Background: an optimization exercise with open tools, aiming at small area and a short achievable clock period. Do not read the settings as production practice. Function was checked by simulation only, so behaviour that the tests miss may differ from the original. Power figures rest on the tool's default switching activity, not on a simulated workload.

$ cat flow/config.mk
export PLATFORM = sky130hd
export DESIGN_NAME = scarf_2_edge_counters
export DESIGN_NICKNAME = scarf_2_edge_counters
export VERILOG_FILES = /design/flow/design.v
export SDC_FILE = /design/flow/constraint.sdc
export NUM_CORES = 4
export LEC_CHECK = 0
export CAP_MARGIN = 20
export CORE_MARGIN = 2
export CORE_UTILIZATION = 40
export SETUP_SLACK_MARGIN = 2.9
export SLEW_MARGIN = 20
export TNS_END_PERCENT = 5
$ cat flow/constraint.sdc
create_clock -name core_clock -period 6.0 [get_ports {clk}]
set_input_delay 1.2000 -clock core_clock [delete_from_list [all_inputs] [get_ports {clk}]]
set_output_delay 1.2000 -clock core_clock [all_outputs]
set_load 0.01 [all_outputs]
$ cat flow/design.v
module synchronizer(
    input  logic clk,
    input  logic rst_n,
    input  logic data_in,
    output logic data_out
    );
  logic ff_1;
  always_ff @(posedge clk) begin
    ff_1     <= rst_n & data_in;
    data_out <= rst_n & ff_1;
  end
endmodule
module edge_counter
  #( parameter W = 32 )
  ( input  logic	    clk,
    input  logic	    rst_n,
    input  logic	    gpio_in,
    input  logic        enable,
    input  logic        trig_enable,
    input  logic	    trig_in,
    output logic	    trig_out,
    input  logic	    cfg_trig_out,
    input  logic	    cfg_in_inv,
    output logic [W-1:0] d1_count,
    output logic [W-1:0] d2_count,
    output logic [W-1:0] d3_count,
    output logic [W-1:0] d1_next,    
    output logic [W-1:0] d2_next,
    output logic [W-1:0] d3_next
    );
  logic s;           
  logic act;         
  logic nz1, nz2, nz3, h3, trig_out_hold;
  logic start1, done1, done2;
  logic inc1, inc2, inc3;
  synchronizer u_synchronizer_gpio_in
    ( .clk      (clk),
      .rst_n    (rst_n),
      .data_in  (cfg_in_inv ^ gpio_in),
      .data_out (s)
     );
  assign act    = s ^ trig_enable;
  assign start1 = (trig_in & trig_enable) | s;
  assign done1  = nz1 & ~act;
  assign done2  = nz2 & act;
  assign inc1 = nz1 ? (act  & ~nz2 & ~(&d1_count)) : start1;
  assign inc2 = nz2 ? (~act & ~nz3 & ~(&d2_count)) : done1;
  assign inc3 = nz3 ? (act  & ~h3  & ~(&d3_count)) : done2;
  function automatic [W-1:0] incr(input [W-1:0] q, input logic c);
    logic [W-1:0] r;
    logic [W/4-1:0] grp;
    logic         k;
    for (int g = 0; g < W/4; g++) grp[g] = &q[g*4 +: 4];
    for (int i = 0; i < W; i++) begin
      if (i % 4 == 0) begin
        k = c;
        for (int g = 0; g < i/4; g++) k = k & grp[g];
      end
      r[i] = q[i] ^ k;
      k    = k & q[i];
    end
    incr = r;
  endfunction
  logic clear_n;
  assign clear_n = rst_n & enable;
  assign d1_next = clear_n ? incr(d1_count, inc1) : '0;
  assign d2_next = clear_n ? incr(d2_count, inc2) : '0;
  assign d3_next = clear_n ? incr(d3_count, inc3) : '0;
  always_ff @(posedge clk) begin
    d1_count      <= d1_next;
    d2_count      <= d2_next;
    d3_count      <= d3_next;
    nz1           <= clear_n & (nz1 | start1);
    nz2           <= clear_n & (nz2 | done1);
    nz3           <= clear_n & (nz3 | done2);
    h3            <= clear_n & (h3 | (nz3 & ~act));
    trig_out      <= clear_n & ~trig_out_hold &
                     ((~cfg_trig_out & ~nz1 & s) | (cfg_trig_out & nz1 & ~s));
    trig_out_hold <= clear_n & (trig_out_hold | trig_out);
  end
endmodule
module scarf_regmap_2_edge_counters
  ( input  logic	    clk,
    input  logic	    rst_n_sync,
    input  logic  [7:0] data_in,
    input  logic	    data_in_valid,
    input  logic	    data_in_finished,
    input  logic  [6:0] slave_id,
    input  logic        rnw,
    output logic  [7:0] read_data_out,
    output logic  [3:0] cfg_trig_out,
    output logic  [3:0] cfg_in_inv,
    output logic  [3:0] enable,
    output logic  [3:0] trig_enable,
    input  logic [31:0] d1_next_0,
    input  logic [31:0] d2_next_0,
    input  logic [31:0] d3_next_0,
    input  logic [31:0] d1_next_1,
    input  logic [31:0] d2_next_1,
    input  logic [31:0] d3_next_1
    );
    parameter SLAVE_ID    = 7'h03;
    parameter MAX_ADDRESS = 6'd25;
    logic [7:0]  reg0, reg1, reg0_n, reg1_n;
    logic [5:0]  address, address_n;
    logic        first_byte, first_n;
    logic [7:0]  rd_q, rd_n, byte_n;
    logic        valid_slave, vb, valid_write;
    logic [25:0] dec_a, dec_d, sel;
    assign valid_slave = (slave_id == SLAVE_ID);
    assign vb          = valid_slave && data_in_valid;
    assign valid_write = vb && (!rnw) && (!first_byte);
    always_comb begin
      first_n   = first_byte;
      address_n = address;
      if (data_in_finished) begin
        first_n = 1'b1;
      end else if (vb) begin
        first_n = 1'b0;
        if (first_byte)                  address_n = data_in[5:0];
        else if (address <= MAX_ADDRESS) address_n = address + 1'b1;
      end
    end
    assign reg0_n = !rst_n_sync ? 8'd0 : (valid_write && (address == 6'd0)) ? data_in : reg0;
    assign reg1_n = !rst_n_sync ? 8'd0 : (valid_write && (address == 6'd1)) ? data_in : reg1;
    always_comb begin
      for (int k = 0; k < 26; k++) begin
        dec_a[k] = (address == 6'(k));
        dec_d[k] = (data_in[5:0] == 6'(k));
      end
      for (int k = 0; k < 26; k++)
        sel[k] = vb ? (first_byte ? dec_d[k] : ((k == 0) ? 1'b0 : dec_a[(k == 0) ? 0 : k - 1])) : dec_a[k];
    end
    always_comb begin
      byte_n = 8'd0;
      if (sel[0]) byte_n = byte_n | reg0_n;
      if (sel[1]) byte_n = byte_n | reg1_n;
      if (sel[2]) byte_n = byte_n | d1_next_0[7:0];
      if (sel[3]) byte_n = byte_n | d1_next_0[15:8];
      if (sel[4]) byte_n = byte_n | d1_next_0[23:16];
      if (sel[5]) byte_n = byte_n | d1_next_0[31:24];
      if (sel[6]) byte_n = byte_n | d2_next_0[7:0];
      if (sel[7]) byte_n = byte_n | d2_next_0[15:8];
      if (sel[8]) byte_n = byte_n | d2_next_0[23:16];
      if (sel[9]) byte_n = byte_n | d2_next_0[31:24];
      if (sel[10]) byte_n = byte_n | d3_next_0[7:0];
      if (sel[11]) byte_n = byte_n | d3_next_0[15:8];
      if (sel[12]) byte_n = byte_n | d3_next_0[23:16];
      if (sel[13]) byte_n = byte_n | d3_next_0[31:24];
      if (sel[14]) byte_n = byte_n | d1_next_1[7:0];
      if (sel[15]) byte_n = byte_n | d1_next_1[15:8];
      if (sel[16]) byte_n = byte_n | d1_next_1[23:16];
      if (sel[17]) byte_n = byte_n | d1_next_1[31:24];
      if (sel[18]) byte_n = byte_n | d2_next_1[7:0];
      if (sel[19]) byte_n = byte_n | d2_next_1[15:8];
      if (sel[20]) byte_n = byte_n | d2_next_1[23:16];
      if (sel[21]) byte_n = byte_n | d2_next_1[31:24];
      if (sel[22]) byte_n = byte_n | d3_next_1[7:0];
      if (sel[23]) byte_n = byte_n | d3_next_1[15:8];
      if (sel[24]) byte_n = byte_n | d3_next_1[23:16];
      if (sel[25]) byte_n = byte_n | d3_next_1[31:24];
    end
    assign rd_n = first_n ? {1'b0, SLAVE_ID} : byte_n;
    always_ff @(posedge clk) begin
      first_byte <= !rst_n_sync || first_n;
      address    <= rst_n_sync ? address_n : 6'd0;
      reg0       <= reg0_n;
      reg1       <= reg1_n;
    end
    always_ff @(posedge clk, negedge rst_n_sync)
      if (~rst_n_sync) rd_q <= {1'b0, SLAVE_ID};
      else             rd_q <= rd_n;
    assign read_data_out = (valid_slave && rnw) ? rd_q : 8'd0;
    always_comb begin
      enable       = reg0[3:0];
      trig_enable  = reg0[7:4];
      cfg_in_inv   = reg1[3:0];
      cfg_trig_out = reg1[7:4];
    end
endmodule
module scarf_2_edge_counters
  ( input  logic        clk,
    input  logic        rst_n_sync,
    input  logic  [7:0] data_in,
    input  logic        data_in_valid,
    input  logic        data_in_finished,
    input  logic  [6:0] slave_id,
    input  logic        rnw,
    output logic  [7:0] read_data_out,
    input  logic        gpio_0_in,
    input  logic        gpio_1_in
    );
   parameter SLAVE_ID = 7'd03;
   logic        trig_out_0;
   logic        trig_out_1;
   logic  [3:0] cfg_trig_out;
   logic  [3:0] cfg_in_inv;
   logic  [3:0] enable;
   logic  [3:0] trig_enable;
   logic [31:0] d1_count_0, d2_count_0, d3_count_0;
   logic [31:0] d1_count_1, d2_count_1, d3_count_1;
   logic [31:0] d1_next_0, d2_next_0, d3_next_0;
   logic [31:0] d1_next_1, d2_next_1, d3_next_1;
   scarf_regmap_2_edge_counters
   # ( .SLAVE_ID( SLAVE_ID ) )
   u_scarf_regmap_4_edge_counters
     ( .clk,
       .rst_n_sync,
       .data_in,
       .data_in_valid,
       .data_in_finished,
       .slave_id,
       .rnw,
       .read_data_out,
       .cfg_trig_out,
       .cfg_in_inv,
       .enable,
       .trig_enable,
       .d1_next_0,
       .d2_next_0,
       .d3_next_0,
       .d1_next_1,
       .d2_next_1,
       .d3_next_1
      );
   edge_counter u_edge_counter_0
     ( .clk,
       .rst_n               (rst_n_sync),
       .gpio_in             (gpio_0_in),
       .enable              (enable[0]),
       .trig_enable         (trig_enable[0]),
       .trig_in             (trig_out_1),
       .trig_out            (trig_out_0),
       .cfg_trig_out        (cfg_trig_out[0]),
       .cfg_in_inv          (cfg_in_inv[0]),
       .d1_count            (d1_count_0),
       .d2_count            (d2_count_0),
       .d3_count            (d3_count_0),
       .d1_next             (d1_next_0),
       .d2_next             (d2_next_0),
       .d3_next             (d3_next_0)
       );
   edge_counter u_edge_counter_1
     ( .clk,
       .rst_n               (rst_n_sync),
       .gpio_in             (gpio_1_in),
       .enable              (enable[1]),
       .trig_enable         (trig_enable[1]),
       .trig_in             (trig_out_0),
       .trig_out            (trig_out_1),
       .cfg_trig_out        (cfg_trig_out[1]),
       .cfg_in_inv          (cfg_in_inv[1]),
       .d1_count            (d1_count_1),
       .d2_count            (d2_count_1),
       .d3_count            (d3_count_1),
       .d1_next             (d1_next_1),
       .d2_next             (d2_next_1),
       .d3_next             (d3_next_1)
       );
endmodule
$ cat flow/flow/run.sh
#!/bin/bash
# Standard layout, with slow wide OR cells and AND cells (two-stage, inverting
# inside) added to the don't-use list so that synthesis maps the
# read-data logic to faster gates. Every port still gets a buffer, as in the
# standard flow, but a plain buf_4 rather than the resizer's pick (a slow
# delay cell here). Each tool's output stays in orfs/logs.
set -euo pipefail
EXTRA="sky130_fd_sc_hd__and4bb_1 sky130_fd_sc_hd__and4bb_2 sky130_fd_sc_hd__and4bb_4 sky130_fd_sc_hd__and4b_1 sky130_fd_sc_hd__and4b_2 sky130_fd_sc_hd__and4b_4 sky130_fd_sc_hd__and3b_1 sky130_fd_sc_hd__and3b_2 sky130_fd_sc_hd__and3b_4 sky130_fd_sc_hd__nor4bb_1 sky130_fd_sc_hd__nor4bb_2 sky130_fd_sc_hd__nor4bb_4 sky130_fd_sc_hd__nor4b_1 sky130_fd_sc_hd__nor4b_2 sky130_fd_sc_hd__nor4b_4 sky130_fd_sc_hd__nor3b_1 sky130_fd_sc_hd__nor3b_2 sky130_fd_sc_hd__nor3b_4 sky130_fd_sc_hd__and4_1 sky130_fd_sc_hd__and4_2 sky130_fd_sc_hd__and4_4 sky130_fd_sc_hd__and3_1 sky130_fd_sc_hd__and3_2 sky130_fd_sc_hd__and3_4 sky130_fd_sc_hd__or4_1 sky130_fd_sc_hd__or4_2 sky130_fd_sc_hd__or4_4 sky130_fd_sc_hd__or4b_1 sky130_fd_sc_hd__or4b_2 sky130_fd_sc_hd__or4b_4 sky130_fd_sc_hd__or4bb_1 sky130_fd_sc_hd__or4bb_2 sky130_fd_sc_hd__or4bb_4 sky130_fd_sc_hd__or3_1 sky130_fd_sc_hd__or3_2 sky130_fd_sc_hd__or3_4 sky130_fd_sc_hd__or3b_1 sky130_fd_sc_hd__or3b_2 sky130_fd_sc_hd__or3b_4"
PLATFORM_DONT_USE="sky130_fd_sc_hd__probe_p_8 sky130_fd_sc_hd__probec_p_8 sky130_fd_sc_hd__lpflow_bleeder_1 sky130_fd_sc_hd__lpflow_clkbufkapwr_1 sky130_fd_sc_hd__lpflow_clkbufkapwr_16 sky130_fd_sc_hd__lpflow_clkbufkapwr_2 sky130_fd_sc_hd__lpflow_clkbufkapwr_4 sky130_fd_sc_hd__lpflow_clkbufkapwr_8 sky130_fd_sc_hd__lpflow_clkinvkapwr_1 sky130_fd_sc_hd__lpflow_clkinvkapwr_16 sky130_fd_sc_hd__lpflow_clkinvkapwr_2 sky130_fd_sc_hd__lpflow_clkinvkapwr_4 sky130_fd_sc_hd__lpflow_clkinvkapwr_8 sky130_fd_sc_hd__lpflow_decapkapwr_12 sky130_fd_sc_hd__lpflow_decapkapwr_3 sky130_fd_sc_hd__lpflow_decapkapwr_4 sky130_fd_sc_hd__lpflow_decapkapwr_6 sky130_fd_sc_hd__lpflow_decapkapwr_8 sky130_fd_sc_hd__lpflow_inputiso0n_1 sky130_fd_sc_hd__lpflow_inputiso0p_1 sky130_fd_sc_hd__lpflow_inputiso1n_1 sky130_fd_sc_hd__lpflow_inputiso1p_1 sky130_fd_sc_hd__lpflow_inputisolatch_1 sky130_fd_sc_hd__lpflow_isobufsrc_1 sky130_fd_sc_hd__lpflow_isobufsrc_16 sky130_fd_sc_hd__lpflow_isobufsrc_2 sky130_fd_sc_hd__lpflow_isobufsrc_4 sky130_fd_sc_hd__lpflow_isobufsrc_8 sky130_fd_sc_hd__lpflow_isobufsrckapwr_16 sky130_fd_sc_hd__lpflow_lsbuf_lh_hl_isowell_tap_1 sky130_fd_sc_hd__lpflow_lsbuf_lh_hl_isowell_tap_2 sky130_fd_sc_hd__lpflow_lsbuf_lh_hl_isowell_tap_4 sky130_fd_sc_hd__lpflow_lsbuf_lh_isowell_4 sky130_fd_sc_hd__lpflow_lsbuf_lh_isowell_tap_1 sky130_fd_sc_hd__lpflow_lsbuf_lh_isowell_tap_2 sky130_fd_sc_hd__lpflow_lsbuf_lh_isowell_tap_4 "
bash standard.sh DONT_USE_CELLS="$PLATFORM_DONT_USE $EXTRA" BUFFER_PORTS_ARGS="-buffer_cell sky130_fd_sc_hd__buf_4" finish > standard.log 2>&1
$ cat flow/standard.sh
#!/bin/bash
# synth_recipe.tcl (not shown) runs the flow's synth.tcl, then flattens the netlist and writes it again
# the make line also repeats each setting of config.mk as NAME=value (left out here)
make -C /OpenROAD-flow-scripts/flow DESIGN_CONFIG=/design/flow/config.mk WORK_HOME=/design/flow/orfs CLKGATE_MAP_FILE= SYNTH_SCRIPT=/design/flow/synth_recipe.tcl "${@:-finish}"
==> impl_results.md, run 1 <==
* First-pass GRT wire length at 63.6 mm
* Worst Reg-to-Reg Cells at 16
* Sequential share of the synthesized area at 39.2%
* Mapped Cells at 1394
* Max Cap Viol at 0
* Crit-path cells: nand4_1 > or2_2 > nor3_1 > a211o_1 > a21oi_1 > nand2_2 > buf_4 > nor3_1 > ha_1 > ha_1 > ha_1 > and2_1 > nand3_1 > nand2_1 > nor4_1 > a31oi_1
* Worst r2r src: u_edge_counter_1.d1_count[19]
* Number of diodes at 0
* Most used cell, CP: ha_1
* Class of the worst hold path: reg -> reg
* Peak supply drop at 0.145 mV
* Worst reg2reg endpoint: u_scarf_regmap_4_edge_counters.rd_q[6]
* Slew Limit Fails at 0
* Average size of a mapped cell at 8.83 µm²
* Die Wd at 179 µm
* Post-Layout Cell Count at 1855
* Crit path DAT at 3.88 ns
* DRC viols at 0
* Sum Neg Setup Slack at 0 ns
* Die area at 0.0322 mm²
* Syn Std Cell Area at 0.0123 mm²
* Cts bufs inserted at 26
* Share of cells above drive strength 1 at 12.5%
* Io pins at 30
* Bufs on Longest Clock Path at 3
* Hold path cells at 1
* Final min period at 3.49 ns
* Max FO, Critical Path at 3
* Fin crit share at 58.1%
* Slew headroom at 22.4%
* Min-Delay Endpoint: u_edge_counter_0.trig_out
* Yosys warns at 3
* GRT Residual Overflow at 0
* Netlist cell types at 52
* Final HPWL from detailed placement at 32.4 mm
* Initial Util at 40.4%
* CTS tree: done
* PwrDens at 227 mW/mm²
* Hold Path Origin: u_edge_counter_0.trig_out_hold
* Kind of critical path: reg -> reg
* Uppermost layer routed: met4
* Most frequent standard cell in the layout excluding fill and tap cells: dfxtp_1
* Initial antenna violation count at 0
* DR vias/cell at 5.78
* Flops & latches, synth at 239
* DR WL/cell at 22.6 µm
* Final setup violation count at 0
* Fmax at 287 MHz
* Outcome: no timing/DRC/antenna violations
* Core footprint at 0.0304 mm²
* Worst skew pair latency at 0.55 ns
* Async S/R FF share, synth at 3.35%
* Drt first pass iters at 8
* ANT nets after route at 0
* Fin Clk Skew at 0.0355 ns
* DR WL met3 at 2.75 mm
* Port Buffer Count at 29
* Final hold vios at 0
* Final instance area at 0.0143 mm²
* Worst-Margin Slew at 1.13 ns
* Total clock sinks at 239
* DP Area at 0.0130 mm²
* Commonest cells after routing, fill and taps aside: dfxtp_1 (228), ha_1 (148), nand3_1 (144)
* Area Growth Syn to Fin at 16.4%
* CP Capture Type: flop
* # H-tree levels at 1
* Die height at 179 µm
* CP Data Required Time at 6.39 ns
* Clk Tree Root Cell: clkbuf_16
* Placed cell count at 1784
* Total number of vias at 10700
* Met1 WL at 18.3 mm
* Met2 WL post-DR at 18.6 mm
* CP peak stage delay at 0.49 ns
* Net count, final at 1613
* RSZ-0062 raised after global routing: yes
* Worst-path clk slew at 0.07 ns
* Pin count of the biggest net entering global routing at 73
* Site row count at 64
* R2R Setup Slk at 2.51 ns
* Vias in the first global route at 10500
* Mapped Nets at 1565
* Slowest-stage cell, CP: nor4_1
* Hold-fix buffer count after cts at 0
* Leakage Power at 6.32 nW
* DRT iter0 DRCs at 948
* Final WL at 41.9 mm
* Gpl congestion at 1.01
* Filler Cells Inserted at 2993
* Crit path launch type: flop
* Post-synth EDFFs at 0
* GR Util All Layers at 25.6%
* Primary FF master, synth: dfxtp_1
## worst max-delay path by stage
| stage | end | depth (start not counted) | start | slack [ns] |
|---|---|---|---|---|
| after global placement | u_scarf_regmap_4_edge_counters.rd_q[1] | 8 | slave_id[3] | 1.07 |
| after floorplan | read_data_out[0] | 3 | slave_id[3] | 2.79 |
| final | u_scarf_regmap_4_edge_counters.rd_q[6] | 16 | u_edge_counter_1.d1_count[19] | 2.51 |
| after global routing | u_scarf_regmap_4_edge_counters.rd_q[7] | 17 | u_edge_counter_0.d1_count[15] | 2.39 |
| after CTS | read_data_out[3] | 7 | slave_id[2] | 2.51 |
| after detailed placement | u_scarf_regmap_4_edge_counters.rd_q[1] | 8 | slave_id[3] | 1.26 |
## cells by family (layout without fill, tap and decap cells)
| kind of cell | Yosys count | count (layout) | synth area share [%] |
|---|---|---|---|
| and+or+nand+nor | 676 | 677 | 28.6 |
| DFF | 239 | 239 | 39.2 |
| AOI/OAI and AO/OA | 150 | 150 | 8.29 |
| adders and majority gates | 149 | 149 | 15.1 |
| buffers and inverters | 107 | 171 | 3.28 |
| xor gates and xnor gates | 53 | 53 | 3.77 |
| muxes | 20 | 20 | 1.66 |
## metal layers
| layer | vias up | global-route usage [%] |
|---|---|---|
| met5 | - | 0 |
| met4 | 0 | 12.1 |
| met3 | 105 | 3.22 |
| met2 | 422 | 40.9 |
| met1 | 5131 | 34.4 |
| li1 | 5071 | - |
## report_power, final
| part | total [mW] | leakage (nW) | switching (mW) | internal [mW] |
|---|---|---|---|---|
| combinational | 0.0586 | 3.94 | 0.0380 | 0.0206 |
| sequential | 1.59 | 1.97 | 0.00108 | 1.59 |
| clock | 1.60 | 0.420 | 0.662 | 0.934 |
## critical path: cells and delay by family, from the launching register on
family | cells | cell delay (ns)
adder cells (fa/ha/maj) | 3 | 0.62
flip-flops | 1 | 0.35
AND/OR/NAND/NOR | 9 | 1.77
buffers and inverters | 1 | 0.13
AO/OA/AOI/OAI | 3 | 0.47
## cell usage after synthesis (11+ instances only)
cell	number	area, µm²
nand2_1	115	432
nand3_1	145	726
ha_1	149	1860
mux2i_1	17	170
clkbuf_1	43	161
o221ai_1	14	123
dfxtp_1	231	4620
a21oi_1	23	115
nor3_1	33	165
inv_1	57	214
nor2b_1	14	87.6
nor2_1	110	413
and2_1	128	801
nor4_1	29	181
xnor2_1	50	438
o21ai_1	13	65.1
nand4_1	60	375
o21ai_0	29	145
nand3b_1	11	82.6
## what timing repair did
action	CTS	global route
resized for setup	31	42
endpoints found under the setup margin	16	16
pin swaps	8	34
cloned	1	0
setup buffers	10	15
## sequential cells by signal, summed over array words and instances (netlist names), 6 cells and up
| signal | flops |
|---|---|
| u_edge_counter_1.d3_count | 32 |
| u_scarf_regmap_4_edge_counters.reg0 | 8 |
| u_scarf_regmap_4_edge_counters.reg1 | 8 |
| u_edge_counter_0.d2_count | 32 |
| u_edge_counter_1.d2_count | 32 |
| u_edge_counter_0.d3_count | 32 |
| u_edge_counter_0.d1_count | 32 |
| u_edge_counter_1.d1_count | 32 |
| u_scarf_regmap_4_edge_counters.address | 6 |
| u_scarf_regmap_4_edge_counters.rd_q | 8 |
## stage by stage
step           worst slack, ns  util, %  hold slack, ns  power (mW)
4_1_cts                   2.51     46.1           0.422        3.26
6_report                  2.51     47.1           0.418        3.24
2_1_floorplan             2.79        -           0.402        1.65
3_5_place_dp              1.26     42.6           0.416        1.68
3_3_place_gp              1.07     42.6           0.412        1.68
5_1_grt                   2.39     47.1           0.428        3.34
## area by class of cell
type	instances	area (µm²)	area share, %
Multi-Input combinational cell	1049	7380	51.5
Clock buffer	39	779	5.44
Clock inverter	6	66.3	0.463
Tap cell	396	495	3.46
Inverter	57	214	1.49
Sequential cell	239	4830	33.7
Timing Repair Buffer	69	557	3.89
==> inputs of run 2 (changes only) <==
--- a/flow/config.mk
+++ b/flow/config.mk
@@ -8,6 +8,9 @@
 export CAP_MARGIN = 20
 export CORE_MARGIN = 2
 export CORE_UTILIZATION = 40
+export CTS_BUF_LIST = sky130_fd_sc_hd__clkbuf_8
+export CTS_CLUSTER_DIAMETER = 50
+export CTS_CLUSTER_SIZE = 24
 export SETUP_SLACK_MARGIN = 2.9
 export SLEW_MARGIN = 20
 export TNS_END_PERCENT = 5
==> impl_results.md, run 2 <==
* Outcome: no timing/DRC/antenna violations
* CP Capture Type: flop
* Leakage Power at 6.29 nW (-0.46%)
* Worst skew pair latency at 0.61 ns (+0.06 ns)
* Final WL at 42.0 mm (+0.22%)
* Die area at 0.0322 mm² (unchanged)
* Final min period at 3.46 ns (-0.0305 ns)
* Post-synth EDFFs at 0 (unchanged)
* Hold path cells at 1 (unchanged)
* Net count, final at 1624 (+0.68%)
* Initial Util at 40.4% (unchanged)
* Max Cap Viol at 0 (unchanged)
* Min-Delay Endpoint: u_edge_counter_0.trig_out
* Syn Std Cell Area at 0.0123 mm² (unchanged)
* Fmax at 289 MHz (+0.88%)
* Commonest cells after routing, fill and taps aside: dfxtp_1 (212), ha_1 (145), nand3_1 (144)
* Pin count of the biggest net entering global routing at 73 (unchanged)
* GRT Residual Overflow at 0 (unchanged)
* Top-count cell post-synth: dfxtp_1
* Sum Neg Setup Slack at 0 ns (unchanged)
* Most frequent cells after synthesis: dfxtp_1 (231), ha_1 (149), nand3_1 (145)
* Average size of a mapped cell at 8.83 µm² (unchanged)
* Area Growth Syn to Fin at 16.0%
* Worst-Margin Slew at 1.16 ns (+0.0249 ns)
* Max FO, Critical Path at 3 (unchanged)
* Crit path launch type: flop
* Total number of vias at 10700 (-0.037%)
* Primary FF master, synth: dfxtp_1
* Netlist cell types at 52 (unchanged)
* Clk Tree Root Cell: clkbuf_8
* Async S/R FF share, synth at 3.35% (unchanged)
* RSZ-0062 raised after global routing: yes
* Kind of critical path: reg -> reg
* Final setup violation count at 0 (unchanged)
* GR Util All Layers at 25.7% (+0.068 points)
* Pre-CTS setup slack at 1.26 ns (unchanged)
* ANT nets after route at 0 (unchanged)
* Worst Reg-to-Reg Cells at 16 (unchanged)
* Port Buffer Count at 29 (unchanged)
* Initial antenna violation count at 1 (+1)
* Site row count at 64 (unchanged)
* Class of the worst hold path: reg -> reg
* Number of diodes at 0 (unchanged)
* DR vias/cell at 5.74 (-0.84%)
* Hold-fix buffer count after cts at 0 (unchanged)
* Area occupied by multi-input gates at 0.00741 mm² (+0.46%)
* Drt first pass iters at 6 (-2)
* First-pass GRT wire length at 63.6 mm (about the same)
* Io pins at 30 (unchanged)
* Mapped Cells at 1394 (unchanged)
* Total clock sinks at 239 (unchanged)
* Core footprint at 0.0304 mm² (unchanged)
* Slew headroom at 20.7% (-1.7 points)
* Yosys top cell by area: dfxtp_1
* Most frequent standard cell in the layout excluding fill and tap cells: dfxtp_1
* Die height at 179 µm (unchanged)
* Mapped Nets at 1565 (unchanged)
* Peak supply drop at 0.164 mV (+13%)
* CP Data Required Time at 6.47 ns (+0.08 ns)
* Slew Limit Fails at 0 (unchanged)
* Fin Clk Skew at 0.0542 ns (+0.0187 ns)
* Filler Cells Inserted at 3003 (+0.33%)
* Vias in the first global route at 10700 (+1.2%)
* Die Wd at 179 µm (unchanged)
* Cts bufs inserted at 27 (+3.8%)
* Yosys warns at 3 (unchanged)
* Area contributors post-synth: dfxtp_1 (38%), ha_1 (15%), and2_1 (6.5%)
* Worst r2r src: u_edge_counter_1.d1_count[19]
* Final hold vios at 0 (unchanged)
* # H-tree levels at 1 (unchanged)
* Share of cells above drive strength 1 at 15.5% (+2.9 points)
* R2R Setup Slk at 2.54 ns (+0.03 ns)
* Worst reg2reg endpoint: u_scarf_regmap_4_edge_counters.rd_q[6]
* Register area at 0.00485 mm² (+0.41%)
* Final HPWL from detailed placement at 32.4 mm (unchanged)
* Worst-path clk slew at 0.10 ns (+0.03 ns)
* CTS tree: done
* Sequential share of the synthesized area at 39.2% (unchanged)
* Gpl congestion at 1.01 (unchanged)
* DRC viols at 0 (unchanged)
* Hold Path Origin: u_edge_counter_0.trig_out_hold
* Top-area cell type share of the netlist area at 37.6% (unchanged)
* PwrDens at 210 mW/mm² (-7.4%)
* DRT iter0 DRCs at 967 (+2.0%)
* Fin crit share at 57.6% (-0.51 points)
* DR WL/cell at 22.5 µm (-0.58%)
* Crit path DAT at 3.93 ns (+0.05 ns)
* Final worst slack at 2.54 ns (+0.0305 ns)
* Bufs on Longest Clock Path at 3 (unchanged)
* Flops & latches, synth at 239 (unchanged)
run 2: logic make-up after synthesis:
logic type | after synthesis | share of synthesized area [%]
DFF | 239 | 39.2
and+or+nand+nor | 676 | 28.6
xor gates and xnor gates | 53 | 3.77
AOI/OAI and AO/OA | 150 | 8.29
adders and majority gates | 149 | 15.1
buffers and inverters | 107 | 3.28
muxes | 20 | 1.66
run 2: area by class of cell:
class                      instances  area share, %
clock buffer                      27           2.60
clock inverter                    23           2.14
multi-input combinational       1049           51.9
tap                              396           3.47
sequential                       239           34.0
timing repair buffer              79           4.42
inverter                          57           1.50
run 2: report_power, final:
part           switching [mW]  internal (mW)  leakage (nW)
clock                   0.704          0.644         0.344
combinational          0.0385         0.0207          3.97
sequential            0.00111           1.59          1.98
total                   0.743           2.25          6.29
run 2: how the worst max path moves through the flow:
stage / start / end / slack (ns)
6_report: u_edge_counter_1.d1_count[19] / u_scarf_regmap_4_edge_counters.rd_q[6] / 2.54
5_1_grt: u_edge_counter_0.d3_count[1] / u_scarf_regmap_4_edge_counters.rd_q[7] / 2.41
4_1_cts: slave_id[2] / read_data_out[3] / 2.54
3_5_place_dp: slave_id[3] / u_scarf_regmap_4_edge_counters.rd_q[1] / 1.26
3_3_place_gp: slave_id[3] / u_scarf_regmap_4_edge_counters.rd_q[1] / 1.07
2_1_floorplan: slave_id[3] / read_data_out[0] / 2.79
run 2: through the flow:
stage | hold WS [ns] | area [µm²] | util [%] | power, mW | std cells
global placement | 0.412 | 13000 | 42.6 | 1.68 | 1784
floorplan | 0.402 | 12300 | - | 1.65 | 1394
finish | 0.426 | 14300 | 46.9 | 2.99 | 1870
global route | 0.438 | 14300 | 46.9 | 3.09 | 1870
CTS | 0.429 | 13900 | 45.8 | 3.02 | 1853
detailed placement | 0.416 | 13000 | 42.6 | 1.68 | 1784
run 2: layer usage:
layer,wire length [µm],global-route usage (%)
met1,17900,33.3
met2,18700,40.4
met3,2880,5.06
met4,2450,13.5
met5,9,0
run 2: repair_timing:
item	CTS	global route
endpoints found under the setup margin	16	16
setup buffers	18	17
pin swaps	8	45
gates resized for setup	35	66
gates cloned	1	0
run 2: critical path: stages (launching register included):
cell and delay, ns:
dfxtp_1 0.36, nand4_1 0.14, or2_2 0.36, nor3_1 0.28, a211o_1 0.19, a21oi_2 0.10
nand2_2 0.15, buf_4 0.12, nor3_1 0.04, ha_1 0.18, ha_1 0.19, ha_1 0.27
and2_1 0.16, nand3_1 0.07, nand2_1 0.07, nor4_1 0.50, a31oi_1 0.15
==> inputs of run 3 (changes only) <==
==> flow/flow/run.sh (replaced) <==
#!/bin/bash
# Standard layout, with slow wide OR cells and AND cells (two-stage, inverting
# inside) added to the don't-use list so that synthesis maps the
# read-data logic to faster gates. Every port still gets a buffer, as in the
# standard flow, but a plain buf_8 rather than the resizer's pick (a slow
# delay cell here). Each tool's output stays in orfs/logs.
set -euo pipefail
EXTRA="sky130_fd_sc_hd__and4bb_1 sky130_fd_sc_hd__and4bb_2 sky130_fd_sc_hd__and4bb_4 sky130_fd_sc_hd__and4b_1 sky130_fd_sc_hd__and4b_2 sky130_fd_sc_hd__and4b_4 sky130_fd_sc_hd__and3b_1 sky130_fd_sc_hd__and3b_2 sky130_fd_sc_hd__and3b_4 sky130_fd_sc_hd__nor4bb_1 sky130_fd_sc_hd__nor4bb_2 sky130_fd_sc_hd__nor4bb_4 sky130_fd_sc_hd__nor4b_1 sky130_fd_sc_hd__nor4b_2 sky130_fd_sc_hd__nor4b_4 sky130_fd_sc_hd__nor3b_1 sky130_fd_sc_hd__nor3b_2 sky130_fd_sc_hd__nor3b_4 sky130_fd_sc_hd__and4_1 sky130_fd_sc_hd__and4_2 sky130_fd_sc_hd__and4_4 sky130_fd_sc_hd__and3_1 sky130_fd_sc_hd__and3_2 sky130_fd_sc_hd__and3_4 sky130_fd_sc_hd__or4_1 sky130_fd_sc_hd__or4_2 sky130_fd_sc_hd__or4_4 sky130_fd_sc_hd__or4b_1 sky130_fd_sc_hd__or4b_2 sky130_fd_sc_hd__or4b_4 sky130_fd_sc_hd__or4bb_1 sky130_fd_sc_hd__or4bb_2 sky130_fd_sc_hd__or4bb_4 sky130_fd_sc_hd__or3_1 sky130_fd_sc_hd__or3_2 sky130_fd_sc_hd__or3_4 sky130_fd_sc_hd__or3b_1 sky130_fd_sc_hd__or3b_2 sky130_fd_sc_hd__or3b_4"
PLATFORM_DONT_USE="sky130_fd_sc_hd__probe_p_8 sky130_fd_sc_hd__probec_p_8 sky130_fd_sc_hd__lpflow_bleeder_1 sky130_fd_sc_hd__lpflow_clkbufkapwr_1 sky130_fd_sc_hd__lpflow_clkbufkapwr_16 sky130_fd_sc_hd__lpflow_clkbufkapwr_2 sky130_fd_sc_hd__lpflow_clkbufkapwr_4 sky130_fd_sc_hd__lpflow_clkbufkapwr_8 sky130_fd_sc_hd__lpflow_clkinvkapwr_1 sky130_fd_sc_hd__lpflow_clkinvkapwr_16 sky130_fd_sc_hd__lpflow_clkinvkapwr_2 sky130_fd_sc_hd__lpflow_clkinvkapwr_4 sky130_fd_sc_hd__lpflow_clkinvkapwr_8 sky130_fd_sc_hd__lpflow_decapkapwr_12 sky130_fd_sc_hd__lpflow_decapkapwr_3 sky130_fd_sc_hd__lpflow_decapkapwr_4 sky130_fd_sc_hd__lpflow_decapkapwr_6 sky130_fd_sc_hd__lpflow_decapkapwr_8 sky130_fd_sc_hd__lpflow_inputiso0n_1 sky130_fd_sc_hd__lpflow_inputiso0p_1 sky130_fd_sc_hd__lpflow_inputiso1n_1 sky130_fd_sc_hd__lpflow_inputiso1p_1 sky130_fd_sc_hd__lpflow_inputisolatch_1 sky130_fd_sc_hd__lpflow_isobufsrc_1 sky130_fd_sc_hd__lpflow_isobufsrc_16 sky130_fd_sc_hd__lpflow_isobufsrc_2 sky130_fd_sc_hd__lpflow_isobufsrc_4 sky130_fd_sc_hd__lpflow_isobufsrc_8 sky130_fd_sc_hd__lpflow_isobufsrckapwr_16 sky130_fd_sc_hd__lpflow_lsbuf_lh_hl_isowell_tap_1 sky130_fd_sc_hd__lpflow_lsbuf_lh_hl_isowell_tap_2 sky130_fd_sc_hd__lpflow_lsbuf_lh_hl_isowell_tap_4 sky130_fd_sc_hd__lpflow_lsbuf_lh_isowell_4 sky130_fd_sc_hd__lpflow_lsbuf_lh_isowell_tap_1 sky130_fd_sc_hd__lpflow_lsbuf_lh_isowell_tap_2 sky130_fd_sc_hd__lpflow_lsbuf_lh_isowell_tap_4 "
bash standard.sh DONT_USE_CELLS="$PLATFORM_DONT_USE $EXTRA" BUFFER_PORTS_ARGS="-buffer_cell sky130_fd_sc_hd__buf_8" finish > standard.log 2>&1
==> impl_results.md, run 3 <==
* WP buf/inv at 1 (unchanged)
* Slew Limit Fails at 0 (unchanged)
* Number of diodes at 0 (unchanged)
* GR Util All Layers at 25.5% (-0.12 points)
* Final setup violation count at 0 (unchanged)
* Fmax at 285 MHz (-1.6%)
* Register area at 0.00484 mm² (-0.23%)
* Sequential share of the synthesized area at 39.2% (unchanged)
* Crit path launch type: flop
* Post-synth EDFFs at 0 (unchanged)
* Crit-path cells: nand4_1 > nor4_4 > a31oi_1 > mux2i_1 > nor2_2 > nand2_2 > buf_4 > nor3_1 > ha_1 > ha_1 > ha_1 > and2_1 > a32o_1 > nor4_1 > a31oi_1
* Mapped Cells at 1394 (unchanged)
* Kind of critical path: reg -> reg
* Area occupied by multi-input gates at 0.00745 mm² (+0.56%)
* Drt first pass iters at 5 (-1)
* Worst Setup SP: u_edge_counter_1.d2_count[5]
* Met1 WL at 17.9 mm (-0.35%)
* First-pass GRT wire length at 63.2 mm (-0.60%)
* Bufs on Longest Clock Path at 3 (unchanged)
* CP Capture Type: flop
* Uppermost layer routed: met4
* Final instance area at 0.0144 mm² (+0.89%)
* Total clock sinks at 239 (unchanged)
* DRT iter0 DRCs at 953 (-1.4%)
* Final WL at 42.0 mm (-0.10%)
* CP Depth at 15 (-1)
* DR WL/cell at 22.5 µm (+0.27%)
* Primary FF master, synth: dfxtp_1
* Share of cells above drive strength 1 at 14.2% (-1.2 points)
* DP Area at 0.0132 mm² (+1.7%)
* Filler Cells Inserted at 2987 (-0.53%)
* Syn Std Cell Area at 0.0123 mm² (unchanged)
* Initial antenna violation count at 0 (-1)
* CP peak stage delay at 0.42 ns (-0.08 ns)
* DRC viols at 0 (unchanged)
* Vias in the first global route at 10400 (-1.9%)
* Fin crit share at 58.6% (+0.95 points)
* Die Wd at 179 µm (unchanged)
* Fin Clk Skew at 0.0446 ns (-0.00957 ns)
* Net count, final at 1619 (-0.31%)
* Flops & latches, synth at 239 (unchanged)
* Worst reg2reg endpoint: u_scarf_regmap_4_edge_counters.rd_q[2]
* PwrDens at 200 mW/mm² (-4.6%)
* Max Cap Viol at 0 (unchanged)
* Average size of a mapped cell at 8.83 µm² (unchanged)
* DR vias/cell at 5.72 (-0.33%)
* Worst-Margin Slew at 0.969 ns (-0.188 ns)
* Crit path to: u_scarf_regmap_4_edge_counters.rd_q[2]
* Core footprint at 0.0304 mm² (unchanged)
* Top-count cell post-synth: dfxtp_1
* Most frequent standard cell in the layout excluding fill and tap cells: dfxtp_1
* Worst-path clk slew at 0.10 ns (about the same)
* Commonest cells after routing, fill and taps aside: dfxtp_1 (221), nand3_1 (144), ha_1 (143)
* Die area at 0.0322 mm² (unchanged)
* Area Growth Syn to Fin at 17.1%
* Hold path cells at 1 (unchanged)
* Most frequent cells after synthesis: dfxtp_1 (231), ha_1 (149), nand3_1 (145)
* Met2 WL post-DR at 18.9 mm (+1.1%)
* Leakage Power at 6.33 nW (+0.58%)
* Worst Reg-to-Reg Cells at 15 (-1)
* Class of the worst hold path: reg -> reg
* Peak supply drop at 0.152 mV (-7.3%)
* # H-tree levels at 1 (unchanged)
* Gpl congestion at 1.06 (+4.7%)
* Hold Path Origin: u_edge_counter_0.trig_out_hold
* Area contributors post-synth: dfxtp_1 (38%), ha_1 (15%), and2_1 (6.5%)
* Most used cell, CP: ha_1
* Async S/R FF share, synth at 3.35% (unchanged)
* Final HPWL from detailed placement at 33.1 mm (+1.9%)
* Pin count of the biggest net entering global routing at 49 (-33%)
* DR WL met3 at 2.82 mm (-2.3%)
* Crit path DAT at 3.98 ns (+0.05 ns)
* CP Data Required Time at 6.46 ns (about the same)
* GRT Residual Overflow at 0 (unchanged)
* Clk Tree Root Cell: clkbuf_8
* Netlist cell types at 52 (unchanged)
* CTS tree: done
* Max FO, Critical Path at 3 (unchanged)
* Die height at 179 µm (unchanged)
* Worst skew pair latency at 0.61 ns (about the same)
* Io pins at 30 (unchanged)
* Mapped Nets at 1565 (unchanged)
* R2R Setup Slk at 2.49 ns (-0.06 ns)
* CP delay by family, top: simple AND/OR/NAND/NOR gates
* Initial Util at 40.4% (unchanged)
* RSZ-0062 raised after global routing: yes
* Site row count at 64 (unchanged)
* Outcome: no timing/DRC/antenna violations
* Cts bufs inserted at 27 (unchanged)
* Total number of vias at 10700 (-0.70%)
* Worst r2r src: u_edge_counter_1.d2_count[5]
* ANT nets after route at 0 (unchanged)
* Top-area cell type share of the netlist area at 37.6% (unchanged)
* Final min period at 3.51 ns (+0.0569 ns)
* Sum Neg Setup Slack at 0 ns (unchanged)
* Yosys top cell by area: dfxtp_1
* Yosys warns at 3 (unchanged)
* Slowest-stage cell, CP: nor4_1
* Final hold vios at 0 (unchanged)
* Port Buffer Count at 29 (unchanged)
* Slew headroom at 34.4% (+14 points)
## run 3: worst min-delay path by stage
stage	to	slack, ns
after floorplan	u_edge_counter_0.trig_out	0.40
after global placement	u_edge_counter_0.trig_out	0.41
after detailed placement	u_edge_counter_0.trig_out	0.41
after CTS	u_edge_counter_0.trig_out	0.43
after global routing	u_scarf_regmap_4_edge_counters.rd_q[6]	0.45
final	u_edge_counter_0.trig_out	0.42
## run 3: kinds of logic (layout without fill, tap and decap cells)
logic type | after synthesis | in the layout | synth area share [%]
multiplexers | 20 | 20 | 1.66
flip-flops | 239 | 239 | 39.2
XOR/XNOR | 53 | 53 | 3.77
buffers and inverters | 107 | 180 | 3.28
AND/OR/NAND/NOR | 676 | 676 | 28.6
adder cells (fa/ha/maj) | 149 | 149 | 15.1
AO/OA/AOI/OAI | 150 | 150 | 8.29
## run 3: stage by stage
step           hold WS (ns)  total power [mW]  std cells  util (%)  setup slack (ns)
5_1_grt               0.447              2.98       1863      47.4              2.41
3_5_place_dp          0.412              1.69       1784      43.3              1.34
4_1_cts               0.427              2.90       1849      46.3              2.54
2_1_floorplan         0.402              1.65       1394         -              2.79
6_report              0.423              2.88       1863      47.4              2.49
3_3_place_gp          0.411              1.69       1784      43.3              1.04
## run 3: area by class of cell
cell class                      count  area share (%)
Multi-Input combinational cell   1048            51.7
Sequential cell                   239            33.6
Timing Repair Buffer               75            5.53
Tap cell                          396            3.44
Clock buffer                       29            2.77
Inverter                           57            1.48
Clock inverter                     19            1.46
## run 3: what timing repair did
| action | 4_1_cts | 5_1_grt |
|---|---|---|
| cloned | 0 | 0 |
| buffers inserted | 17 | 14 |
| endpoints found under the setup margin | 18 | 18 |
| endpoints found under the hold margin | 0 | 0 |
| hold buffers | 0 | 0 |
| resized for setup | 37 | 50 |
| pin swaps | 15 | 33 |
## run 3: worst reg2reg max path, cell delays in order, from the launching register on
cell and delay [ns]:
dfxtp_2 0.34, nand4_1 0.22, nor4_4 0.36, a31oi_1 0.12
mux2i_1 0.24, nor2_2 0.10, nand2_2 0.13, buf_4 0.13
nor3_1 0.06, ha_1 0.20, ha_1 0.18, ha_1 0.26
and2_1 0.20, a32o_1 0.26, nor4_1 0.42, a31oi_1 0.14
## run 3: report_power, final
part	switching [mW]	leakage [nW]	internal, mW
Clock	0.691	0.301	0.535
Combinational	0.0370	4.06	0.0301
Sequential	0.00107	1.97	1.59
## run 3: metal layers
| layer | up-vias | global-route usage, % |
|---|---|---|
| li1 | 5080 | - |
| met1 | 5031 | 32.9 |
| met2 | 428 | 41.5 |
| met3 | 111 | 4.25 |
| met4 | 0 | 12.6 |
| met5 | - | 0 |
==> inputs of run 4 (changes only) <==
==> flow/flow/run.sh (replaced) <==
#!/bin/bash
# Standard layout, with slow wide OR cells and AND cells (two-stage, inverting
# inside) and the delay cells added to the don't-use list so that synthesis maps the
# read-data logic to faster gates. Each tool's output stays in orfs/logs.
set -euo pipefail
EXTRA="sky130_fd_sc_hd__clkdlybuf4s15_1 sky130_fd_sc_hd__clkdlybuf4s15_2 sky130_fd_sc_hd__clkdlybuf4s18_1 sky130_fd_sc_hd__clkdlybuf4s18_2 sky130_fd_sc_hd__clkdlybuf4s25_1 sky130_fd_sc_hd__clkdlybuf4s25_2 sky130_fd_sc_hd__clkdlybuf4s50_1 sky130_fd_sc_hd__clkdlybuf4s50_2 sky130_fd_sc_hd__dlygate4sd1_1 sky130_fd_sc_hd__dlygate4sd2_1 sky130_fd_sc_hd__dlygate4sd3_1 sky130_fd_sc_hd__dlymetal6s2s_1 sky130_fd_sc_hd__dlymetal6s4s_1 sky130_fd_sc_hd__dlymetal6s6s_1 sky130_fd_sc_hd__and4bb_1 sky130_fd_sc_hd__and4bb_2 sky130_fd_sc_hd__and4bb_4 sky130_fd_sc_hd__and4b_1 sky130_fd_sc_hd__and4b_2 sky130_fd_sc_hd__and4b_4 sky130_fd_sc_hd__and3b_1 sky130_fd_sc_hd__and3b_2 sky130_fd_sc_hd__and3b_4 sky130_fd_sc_hd__nor4bb_1 sky130_fd_sc_hd__nor4bb_2 sky130_fd_sc_hd__nor4bb_4 sky130_fd_sc_hd__nor4b_1 sky130_fd_sc_hd__nor4b_2 sky130_fd_sc_hd__nor4b_4 sky130_fd_sc_hd__nor3b_1 sky130_fd_sc_hd__nor3b_2 sky130_fd_sc_hd__nor3b_4 sky130_fd_sc_hd__and4_1 sky130_fd_sc_hd__and4_2 sky130_fd_sc_hd__and4_4 sky130_fd_sc_hd__and3_1 sky130_fd_sc_hd__and3_2 sky130_fd_sc_hd__and3_4 sky130_fd_sc_hd__or4_1 sky130_fd_sc_hd__or4_2 sky130_fd_sc_hd__or4_4 sky130_fd_sc_hd__or4b_1 sky130_fd_sc_hd__or4b_2 sky130_fd_sc_hd__or4b_4 sky130_fd_sc_hd__or4bb_1 sky130_fd_sc_hd__or4bb_2 sky130_fd_sc_hd__or4bb_4 sky130_fd_sc_hd__or3_1 sky130_fd_sc_hd__or3_2 sky130_fd_sc_hd__or3_4 sky130_fd_sc_hd__or3b_1 sky130_fd_sc_hd__or3b_2 sky130_fd_sc_hd__or3b_4"
PLATFORM_DONT_USE="sky130_fd_sc_hd__probe_p_8 sky130_fd_sc_hd__probec_p_8 sky130_fd_sc_hd__lpflow_bleeder_1 sky130_fd_sc_hd__lpflow_clkbufkapwr_1 sky130_fd_sc_hd__lpflow_clkbufkapwr_16 sky130_fd_sc_hd__lpflow_clkbufkapwr_2 sky130_fd_sc_hd__lpflow_clkbufkapwr_4 sky130_fd_sc_hd__lpflow_clkbufkapwr_8 sky130_fd_sc_hd__lpflow_clkinvkapwr_1 sky130_fd_sc_hd__lpflow_clkinvkapwr_16 sky130_fd_sc_hd__lpflow_clkinvkapwr_2 sky130_fd_sc_hd__lpflow_clkinvkapwr_4 sky130_fd_sc_hd__lpflow_clkinvkapwr_8 sky130_fd_sc_hd__lpflow_decapkapwr_12 sky130_fd_sc_hd__lpflow_decapkapwr_3 sky130_fd_sc_hd__lpflow_decapkapwr_4 sky130_fd_sc_hd__lpflow_decapkapwr_6 sky130_fd_sc_hd__lpflow_decapkapwr_8 sky130_fd_sc_hd__lpflow_inputiso0n_1 sky130_fd_sc_hd__lpflow_inputiso0p_1 sky130_fd_sc_hd__lpflow_inputiso1n_1 sky130_fd_sc_hd__lpflow_inputiso1p_1 sky130_fd_sc_hd__lpflow_inputisolatch_1 sky130_fd_sc_hd__lpflow_isobufsrc_1 sky130_fd_sc_hd__lpflow_isobufsrc_16 sky130_fd_sc_hd__lpflow_isobufsrc_2 sky130_fd_sc_hd__lpflow_isobufsrc_4 sky130_fd_sc_hd__lpflow_isobufsrc_8 sky130_fd_sc_hd__lpflow_isobufsrckapwr_16 sky130_fd_sc_hd__lpflow_lsbuf_lh_hl_isowell_tap_1 sky130_fd_sc_hd__lpflow_lsbuf_lh_hl_isowell_tap_2 sky130_fd_sc_hd__lpflow_lsbuf_lh_hl_isowell_tap_4 sky130_fd_sc_hd__lpflow_lsbuf_lh_isowell_4 sky130_fd_sc_hd__lpflow_lsbuf_lh_isowell_tap_1 sky130_fd_sc_hd__lpflow_lsbuf_lh_isowell_tap_2 sky130_fd_sc_hd__lpflow_lsbuf_lh_isowell_tap_4 "
bash standard.sh DONT_USE_CELLS="$PLATFORM_DONT_USE $EXTRA" finish > standard.log 2>&1
--- a/flow/config.mk
+++ b/flow/config.mk
@@ -8,9 +8,5 @@
 export CAP_MARGIN = 20
 export CORE_MARGIN = 2
 export CORE_UTILIZATION = 40
-export CTS_BUF_LIST = sky130_fd_sc_hd__clkbuf_8
-export CTS_CLUSTER_DIAMETER = 50
-export CTS_CLUSTER_SIZE = 24
 export SETUP_SLACK_MARGIN = 2.9
 export SLEW_MARGIN = 20
-export TNS_END_PERCENT = 5
==> impl_results.md, run 4 <==
* Primary FF master, synth: dfxtp_1
* Max FO, Critical Path at 6 (+3)
* Kind of critical path: in -> out
* Drt first pass iters at 6 (+1)
* Async S/R FF share, synth at 3.35% (unchanged)
* Average size of a mapped cell at 8.83 µm² (about the same)
* Final hold vios at 0 (unchanged)
* Final WL at 44.7 mm (+6.5%)
* Port Buffer Count at 29 (unchanged)
* Share of cells above drive strength 1 at 27.5% (+13 points)
* Worst skew pair latency at 0.54 ns (-0.07 ns)
* Pre-CTS setup slack at 1.58 ns (+0.233 ns)
* Die height at 179 µm (about the same)
* Yosys top cell by area: dfxtp_1
* DR WL/cell at 22.9 µm (+1.8%)
* Commonest cells after routing, fill and taps aside: dfxtp_1 (174), nand3_1 (123), and2_1 (105), nand2_1 (105), ha_1 (104)
* Sum Neg Setup Slack at 0 ns (unchanged)
* CTS tree: done
* DR vias/cell at 5.84 (+2.2%)
* Total clock sinks at 239 (unchanged)
* Mapped Nets at 1565 (unchanged)
* Die area at 0.0322 mm² (about the same)
* Class of the worst hold path: reg -> reg
* Area occupied by multi-input gates at 0.00850 mm² (+14%)
* Post-synth EDFFs at 0 (unchanged)
* Pin count of the biggest net entering global routing at 58 (+18%)
* Crit path DAT at 2.31 ns (-1.67 ns)
* Site row count at 64 (unchanged)
* Filler Cells Inserted at 2771 (-7.2%)
* Area Growth Syn to Fin at 29.1%
* Final worst slack at 2.49 ns (+0.00149 ns)
* Sequential share of the synthesized area at 39.2% (about the same)
* Fmax at 285 MHz (about the same)
* Most frequent cells after synthesis: dfxtp_1 (231), ha_1 (149), nand3_1 (145)
* Die Wd at 179 µm (about the same)
* Gpl congestion at 1.09 (+3.4%)
* Total number of vias at 11400 (+6.9%)
* Number of diodes at 0 (unchanged)
* Core footprint at 0.0304 mm² (unchanged)
* Flops & latches, synth at 239 (unchanged)
* CP Capture Type: output port
* Slew Limit Fails at 0 (unchanged)
* RSZ-0062 raised after global routing: yes
* Worst-Margin Slew at 1.07 ns (+0.100 ns)
* Min Hold Slack at 0.423 ns (-0.0000620 ns)
* Yosys warns at 3 (unchanged)
* Initial antenna violation count at 0 (unchanged)
* Placed cell count at 1786 (+0.11%)
* Fin Clk Skew at 0.0142 ns (-0.0304 ns)
* Worst-path clk slew at 0.05 ns (-0.05 ns)
* Final setup violation count at 0 (unchanged)
* Clk Tree Root Cell: clkbuf_16
* Final HPWL from detailed placement at 32.4 mm (-2.0%)
* Fin crit share at 58.6% (about the same)
* ANT nets after route at 0 (unchanged)
* Peak supply drop at 0.205 mV (+35%)
* Syn Std Cell Area at 0.0123 mm² (about the same)
* First-pass GRT wire length at 65.0 mm (+2.9%)
* Most frequent standard cell in the layout excluding fill and tap cells: dfxtp_1
* Bufs on Longest Clock Path at 3 (unchanged)
* Area contributors post-synth: dfxtp_1 (38%), ha_1 (15%), and2_1 (6.6%)
* Top-area cell type share of the netlist area at 37.6% (about the same)
* Top-count cell post-synth: dfxtp_1
* Netlist cell types at 53 (+1.9%)
* Io pins at 30 (unchanged)
* Vias in the first global route at 11000 (+5.5%)
* Max Cap Viol at 0 (unchanged)
* DRC viols at 0 (unchanged)
* GRT Residual Overflow at 0 (unchanged)
* Net count, final at 1706 (+5.4%)
* Cts bufs inserted at 27 (unchanged)
* CP Data Required Time at 4.80 ns (-1.66 ns)
* Final min period at 3.51 ns (-0.00149 ns)
* Slew headroom at 28.0% (-6.4 points)
* Post-Layout Cell Count at 1949 (+4.6%)
* # H-tree levels at 1 (unchanged)
* Leakage Power at 6.63 nW (+4.7%)
* Crit path launch type: input port
* Register area at 0.00490 mm² (+1.2%)
* PwrDens at 207 mW/mm² (+3.7%)
* Initial Util at 40.4% (about the same)
* DRT iter0 DRCs at 1258 (+32%)
* Mapped Cells at 1394 (unchanged)
* Outcome: no timing/DRC/antenna violations
* GR Util All Layers at 27.1% (+1.6 points)
[run 4: power breakdown]
group | internal (mW) | total [mW] | switching (mW) | leakage [nW]
logic | 0.0171 | 0.0581 | 0.0410 | 4.21
clock network | 0.979 | 1.65 | 0.667 | 0.424
registers | 1.59 | 1.59 | 0.00164 | 1.99
total | 2.59 | 3.30 | 0.710 | 6.63
[run 4: path summary, 6_finish.rpt]
| kind | depth (start not counted) | slack, ns | end | startpoint |
|---|---|---|---|---|
| setup / recovery | 7 | 2.49 | read_data_out[5] | slave_id[2] |
| hold / removal | 1 | 0.42 | u_edge_counter_1.trig_out | u_edge_counter_1.trig_out_hold |
| setup reg to reg | 19 | 2.52 | u_scarf_regmap_4_edge_counters.rd_q[7] | u_edge_counter_1.d2_count[3] |
| hold reg to reg | 1 | 0.42 | u_edge_counter_1.trig_out | u_edge_counter_1.trig_out_hold |
| max in group asynchronous | 1 | 4.87 | u_scarf_regmap_4_edge_counters.rd_q[7] | rst_n_sync |
| min in group asynchronous | 1 | 0.69 | u_scarf_regmap_4_edge_counters.rd_q[4] | rst_n_sync |
[run 4: cell type report]
| class | instances | share of cell area [%] |
|---|---|---|
| clock buffers | 38 | 4.64 |
| clock inverters | 9 | 0.804 |
| inverters | 57 | 1.35 |
| multi-input cells | 1050 | 53.5 |
| flip-flops and latches | 239 | 30.8 |
| well taps | 396 | 3.12 |
| repair buffers | 160 | 5.71 |
[run 4: through the flow]
stage / instance area (µm²) / util [%] / power [mW]
6_report: 15900 / 52.2 / 3.30
5_1_grt: 15900 / 52.2 / 3.38
4_1_cts: 14900 / 48.8 / 3.31
3_5_place_dp: 12800 / 42.1 / 1.67
3_3_place_gp: 12800 / 42.1 / 1.67
2_1_floorplan: 12300 / - / 1.65
[run 4: kinds of logic (layout without fill, tap and decap cells)]
logic type | after synthesis | count (layout) | share of synthesized area [%]
AO/OA/AOI/OAI | 150 | 150 | 8.29
XOR/XNOR | 53 | 53 | 3.77
adder cells (fa/ha/maj) | 149 | 149 | 15.2
buffers and inverters | 107 | 264 | 3.31
flip-flops | 239 | 239 | 39.2
multiplexers | 20 | 20 | 1.66
AND/OR/NAND/NOR | 676 | 678 | 28.6
[run 4: worst max-delay path: stages]
cell and delay [ns]:
buf_8 0.10, nor4_4 0.27, nand4b_1 0.15, buf_6 0.19, buf_6 0.13, nor2_4 0.15, buf_6 0.12
[run 4: timing repair]
item | 4_1_cts | 5_1_grt
setup endpoints to repair | 16 | 16
setup buffers | 68 | 46
pin swaps | 80 | 117
hold buffers | 0 | 0
resized for setup | 208 | 184
cloned | 1 | 1
[run 4: routing by layer]
metal	vias to the layer above	track usage (%)	part of all wire, %
li1	5258	-	-
met1	5396	34.5	40
met2	555	42.2	44
met3	173	6.73	9.5
met4	0	14.6	6.6
met5	-	0	0
==> inputs of run 5 (changes only) <==
==> flow/flow/run.sh (replaced) <==
#!/bin/bash
# Standard layout, with slow wide OR cells, AND cells (two-stage, inverting
# inside) and NOR4 cells added to the don't-use list so that synthesis maps the
# read-data logic to faster gates. Each tool's output stays in orfs/logs.
set -euo pipefail
EXTRA="sky130_fd_sc_hd__and4bb_1 sky130_fd_sc_hd__and4bb_2 sky130_fd_sc_hd__and4bb_4 sky130_fd_sc_hd__and4b_1 sky130_fd_sc_hd__and4b_2 sky130_fd_sc_hd__and4b_4 sky130_fd_sc_hd__and3b_1 sky130_fd_sc_hd__and3b_2 sky130_fd_sc_hd__and3b_4 sky130_fd_sc_hd__nor4bb_1 sky130_fd_sc_hd__nor4bb_2 sky130_fd_sc_hd__nor4bb_4 sky130_fd_sc_hd__nor4b_1 sky130_fd_sc_hd__nor4b_2 sky130_fd_sc_hd__nor4b_4 sky130_fd_sc_hd__nor3b_1 sky130_fd_sc_hd__nor3b_2 sky130_fd_sc_hd__nor3b_4 sky130_fd_sc_hd__and4_1 sky130_fd_sc_hd__and4_2 sky130_fd_sc_hd__and4_4 sky130_fd_sc_hd__and3_1 sky130_fd_sc_hd__and3_2 sky130_fd_sc_hd__and3_4 sky130_fd_sc_hd__nor4_1 sky130_fd_sc_hd__nor4_2 sky130_fd_sc_hd__nor4_4 sky130_fd_sc_hd__or4_1 sky130_fd_sc_hd__or4_2 sky130_fd_sc_hd__or4_4 sky130_fd_sc_hd__or4b_1 sky130_fd_sc_hd__or4b_2 sky130_fd_sc_hd__or4b_4 sky130_fd_sc_hd__or4bb_1 sky130_fd_sc_hd__or4bb_2 sky130_fd_sc_hd__or4bb_4 sky130_fd_sc_hd__or3_1 sky130_fd_sc_hd__or3_2 sky130_fd_sc_hd__or3_4 sky130_fd_sc_hd__or3b_1 sky130_fd_sc_hd__or3b_2 sky130_fd_sc_hd__or3b_4"
PLATFORM_DONT_USE="sky130_fd_sc_hd__probe_p_8 sky130_fd_sc_hd__probec_p_8 sky130_fd_sc_hd__lpflow_bleeder_1 sky130_fd_sc_hd__lpflow_clkbufkapwr_1 sky130_fd_sc_hd__lpflow_clkbufkapwr_16 sky130_fd_sc_hd__lpflow_clkbufkapwr_2 sky130_fd_sc_hd__lpflow_clkbufkapwr_4 sky130_fd_sc_hd__lpflow_clkbufkapwr_8 sky130_fd_sc_hd__lpflow_clkinvkapwr_1 sky130_fd_sc_hd__lpflow_clkinvkapwr_16 sky130_fd_sc_hd__lpflow_clkinvkapwr_2 sky130_fd_sc_hd__lpflow_clkinvkapwr_4 sky130_fd_sc_hd__lpflow_clkinvkapwr_8 sky130_fd_sc_hd__lpflow_decapkapwr_12 sky130_fd_sc_hd__lpflow_decapkapwr_3 sky130_fd_sc_hd__lpflow_decapkapwr_4 sky130_fd_sc_hd__lpflow_decapkapwr_6 sky130_fd_sc_hd__lpflow_decapkapwr_8 sky130_fd_sc_hd__lpflow_inputiso0n_1 sky130_fd_sc_hd__lpflow_inputiso0p_1 sky130_fd_sc_hd__lpflow_inputiso1n_1 sky130_fd_sc_hd__lpflow_inputiso1p_1 sky130_fd_sc_hd__lpflow_inputisolatch_1 sky130_fd_sc_hd__lpflow_isobufsrc_1 sky130_fd_sc_hd__lpflow_isobufsrc_16 sky130_fd_sc_hd__lpflow_isobufsrc_2 sky130_fd_sc_hd__lpflow_isobufsrc_4 sky130_fd_sc_hd__lpflow_isobufsrc_8 sky130_fd_sc_hd__lpflow_isobufsrckapwr_16 sky130_fd_sc_hd__lpflow_lsbuf_lh_hl_isowell_tap_1 sky130_fd_sc_hd__lpflow_lsbuf_lh_hl_isowell_tap_2 sky130_fd_sc_hd__lpflow_lsbuf_lh_hl_isowell_tap_4 sky130_fd_sc_hd__lpflow_lsbuf_lh_isowell_4 sky130_fd_sc_hd__lpflow_lsbuf_lh_isowell_tap_1 sky130_fd_sc_hd__lpflow_lsbuf_lh_isowell_tap_2 sky130_fd_sc_hd__lpflow_lsbuf_lh_isowell_tap_4 "
bash standard.sh DONT_USE_CELLS="$PLATFORM_DONT_USE $EXTRA" finish > standard.log 2>&1
--- a/flow/config.mk
+++ b/flow/config.mk
@@ -10,3 +10,4 @@
 export CORE_UTILIZATION = 40
 export SETUP_SLACK_MARGIN = 2.9
 export SLEW_MARGIN = 20
+export TNS_END_PERCENT = 5
==> impl_results.md, run 5 <==
* Kind of critical path: in -> out
* Crit path to: read_data_out[7]
* CP peak stage delay at 0.25 ns (-0.02 ns)
* CP Data Required Time at 4.80 ns (about the same)
* # H-tree levels at 1 (unchanged)
* Hold Path Origin: u_edge_counter_1.trig_out_hold
* ANT nets after route at 0 (unchanged)
* Flops & latches, synth at 239 (unchanged)
* Number of diodes at 0 (unchanged)
* Final WL at 42.9 mm (-4.0%)
* Pint at 2.58 mW (-0.35%)
* Most used cell, CP: buf_6
* Io pins at 30 (unchanged)
* Site row count at 64 (unchanged)
* CP delay by family, top: simple AND/OR/NAND/NOR gates
* Fmax at 277 MHz (-2.6%)
* Initial antenna violation count at 0 (unchanged)
* Clk Tree Root Cell: clkbuf_16
* Slew headroom at 34.8% (+6.8 points)
* Pin count of the biggest net entering global routing at 59 (+1.7%)
* Class of the worst hold path: reg -> reg
* Top-count cell post-synth: dfxtp_1
* WP buf/inv at 4 (unchanged)
* Netlist cell types at 68 (+28%)
* Hold-fix buffer count after cts at 0 (unchanged)
* Worst-path clk slew at 0.05 ns (about the same)
* Clk network pwr share at 49.5% (-0.5 points)
* GR Util All Layers at 25.8% (-1.3 points)
* Worst r2r src: u_edge_counter_0.d2_count[4]
* CP Capture Type: output port
* Slew Limit Fails at 0 (unchanged)
* Initial Util at 40.6% (+0.19 points)
* Sw power at 0.704 mW (-0.79%)
* Worst skew pair latency at 0.54 ns (about the same)
* Worst Setup SP: slave_id[4]
* Most frequent cells after synthesis: dfxtp_1 (231), ha_1 (149), and2_1 (147)
* Met1 usage at 36.7% (+2.2 points)
* GRT Residual Overflow at 0 (unchanged)
* Sw frac at 21.5% (-0.075 points)
* DR vias/cell at 5.84 (about the same)
* Leakage Power at 6.44 nW (-2.8%)
* Total number of vias at 10700 (-6.4%)
* Area contributors post-synth: dfxtp_1 (37%), ha_1 (15%), and2_1 (7.4%)
* Fin crit share at 60.1% (+1.6 points)
* Crit path launch type: input port
* Total clock sinks at 239 (unchanged)
* CP Depth at 8 (+1)
* Cts bufs inserted at 27 (unchanged)
* Syn Std Cell Area at 0.0125 mm² (+1.3%)
* Die area at 0.0326 mm² (+1.2%)
* DR WL/cell at 23.5 µm (+2.6%)
* Yosys warns at 3 (unchanged)
* Async S/R FF share, synth at 3.35% (unchanged)
* Most frequent standard cell in the layout excluding fill and tap cells: dfxtp_1
* Gpl congestion at 1.02 (-6.5%)
* Crit-path cells: buf_6 > or2_4 > nor3_4 > and2_4 > buf_6 > buf_6 > and2_4 > buf_6
* DRC viols at 0 (unchanged)
* Final HPWL from detailed placement at 32.6 mm (+0.79%)
* Worst Reg-to-Reg Cells at 17 (-2)
* Bufs on Longest Clock Path at 3 (unchanged)
* Worst-Margin Slew at 0.978 ns (-0.0914 ns)
* Worst reg2reg endpoint: u_scarf_regmap_4_edge_counters.rd_q[7]
* Final hold vios at 0 (unchanged)
* Filler Cells Inserted at 2925 (+5.6%)
* Sequential share of the synthesized area at 38.7% (-0.49 points)
* Met2 usage at 39.5% (-2.7 points)
* DRT iter0 DRCs at 1221 (-2.9%)
* RSZ-0062 raised after global routing: yes
* Average size of a mapped cell at 9.13 µm² (+3.5%)
* Outcome: no timing/DRC/antenna violations
* Sum Neg Setup Slack at 0 ns (unchanged)
run 5: power by group through the flow:
stage	clock [mW]	sequential, mW	combinational, mW
after floorplan	0	1.62	0.0279
after global routing	1.72	1.59	0.0675
after detailed placement	0	1.62	0.0578
after CTS	1.65	1.59	0.0625
final	1.63	1.59	0.0648
after global placement	0	1.62	0.0579
run 5: per-stage QoR:
stage | cell area (µm²) | power (mW) | hold slack, ns | utilization [%] | worst slack [ns]
after detailed placement | 13100 | 1.68 | 0.422 | 42.7 | 1.24
after CTS | 14300 | 3.31 | 0.430 | 46.5 | 2.41
final | 14600 | 3.28 | 0.431 | 47.6 | 2.39
after floorplan | 12500 | 1.65 | 0.402 | - | 2.86
after global routing | 14600 | 3.38 | 0.451 | 47.6 | 2.32
after global placement | 13100 | 1.68 | 0.410 | 42.7 | 1.29
run 5: how the worst min path moves through the flow:
stage,end,slack [ns],depth (start not counted)
after global routing,u_edge_counter_0.trig_out,0.45,1
after global placement,u_edge_counter_0.trig_out,0.41,1
after detailed placement,u_edge_counter_1.trig_out,0.42,1
after floorplan,u_edge_counter_0.trig_out,0.40,1
final,u_edge_counter_1.trig_out,0.43,1
after CTS,u_edge_counter_1.trig_out,0.43,1
run 5: final cells by class:
type	instances	area, µm²	area share, %
multi-input cells	1017	7600	52.1
flip-flops and latches	239	4840	33.1
clock buffers	35	756	5.18
repair buffers	72	596	4.08
well taps	396	495	3.39
inverters	55	206	1.41
clock inverters	10	105	0.720
run 5: what timing repair did:
action                     in CTS  in global routing
cloned                          2                  0
gates resized for setup       104                 52
setup endpoints to repair      40                 22
pin swaps                      30                 35
setup buffers                  22                 13
run 5: cells by family (layout without fill, tap and decap cells):
family | after synthesis | in the layout | share of synthesized area (%)
flip-flops | 239 | 239 | 38.7
adder cells (fa/ha/maj) | 149 | 149 | 15.0
AND/OR/NAND/NOR | 613 | 615 | 25.8
multiplexers | 18 | 18 | 1.49
buffers and inverters | 110 | 172 | 3.64
XOR/XNOR | 52 | 52 | 3.66
AO/OA/AOI/OAI | 183 | 183 | 11.7
run 5: per-layer routing:
| metal | part of all wire, % | up-vias | wire length (µm) |
|---|---|---|---|
| met5 | 0 | - | 0 |
| met4 | 4.7 | 0 | 2000 |
| li1 | - | 4969 | - |
| met2 | 43 | 483 | 18500 |
| met3 | 8.1 | 117 | 3480 |
| met1 | 44 | 5081 | 19000 |
run 5: worst reg2reg max path, stage by stage, from the launching register on:
cell      delay, ns
dfxtp_1        0.34
nand4_1        0.13
nor3_2         0.28
nand4_1        0.16
o311ai_1       0.29
a21boi_1       0.14
nand2b_1       0.15
buf_6          0.13
nor3_1         0.04
ha_1           0.17
ha_2           0.16
ha_2           0.18
xnor2_2        0.16
nor2_2         0.08
nand3_1        0.10
nand4_1        0.16
a2111o_1       0.42
o31a_1         0.32

separate check: timing with driven ports:
In the flow no input, the clock included, has a driving cell. The finished layouts below were timed again as built, in two steps. Step 1 sets driving cells, clkbuf_16 on the clock port and buf_2 on the other inputs (assumed; they add their load-dependent delay and slew). Step 2 adds t to the input delays and takes it off the output delays; t is the mean of the earliest and latest rising clock arrival at the registers after step 1. Input paths then give back, and output paths get back, about the clock's delay inside the block. a / b / c = ideal ports / drivers / drivers and shift; a / b = the first two.
| run | t, ns | setup slack, ns | cell pins on the clock port's net |
|---|---|---|---|
| run 1 | 0.588 | 2.512 / 2.509 / 2.048 | 1 |
| run 2 | 0.630 | 2.542 / 2.528 / 2.036 | 1 |
| run 3 | 0.639 | 2.485 / 2.485 / 1.953 | 1 |
| run 4 | 0.586 | 2.487 / 2.448 / 2.183 | 1 |
| run 5 | 0.585 | 2.392 / 2.360 / 1.858 | 1 |
After both steps setup and hold are still met in every run listed. The setup slack of run 5, which loses most, moves by -0.032 ns with the drivers and by -0.534 ns with both steps.
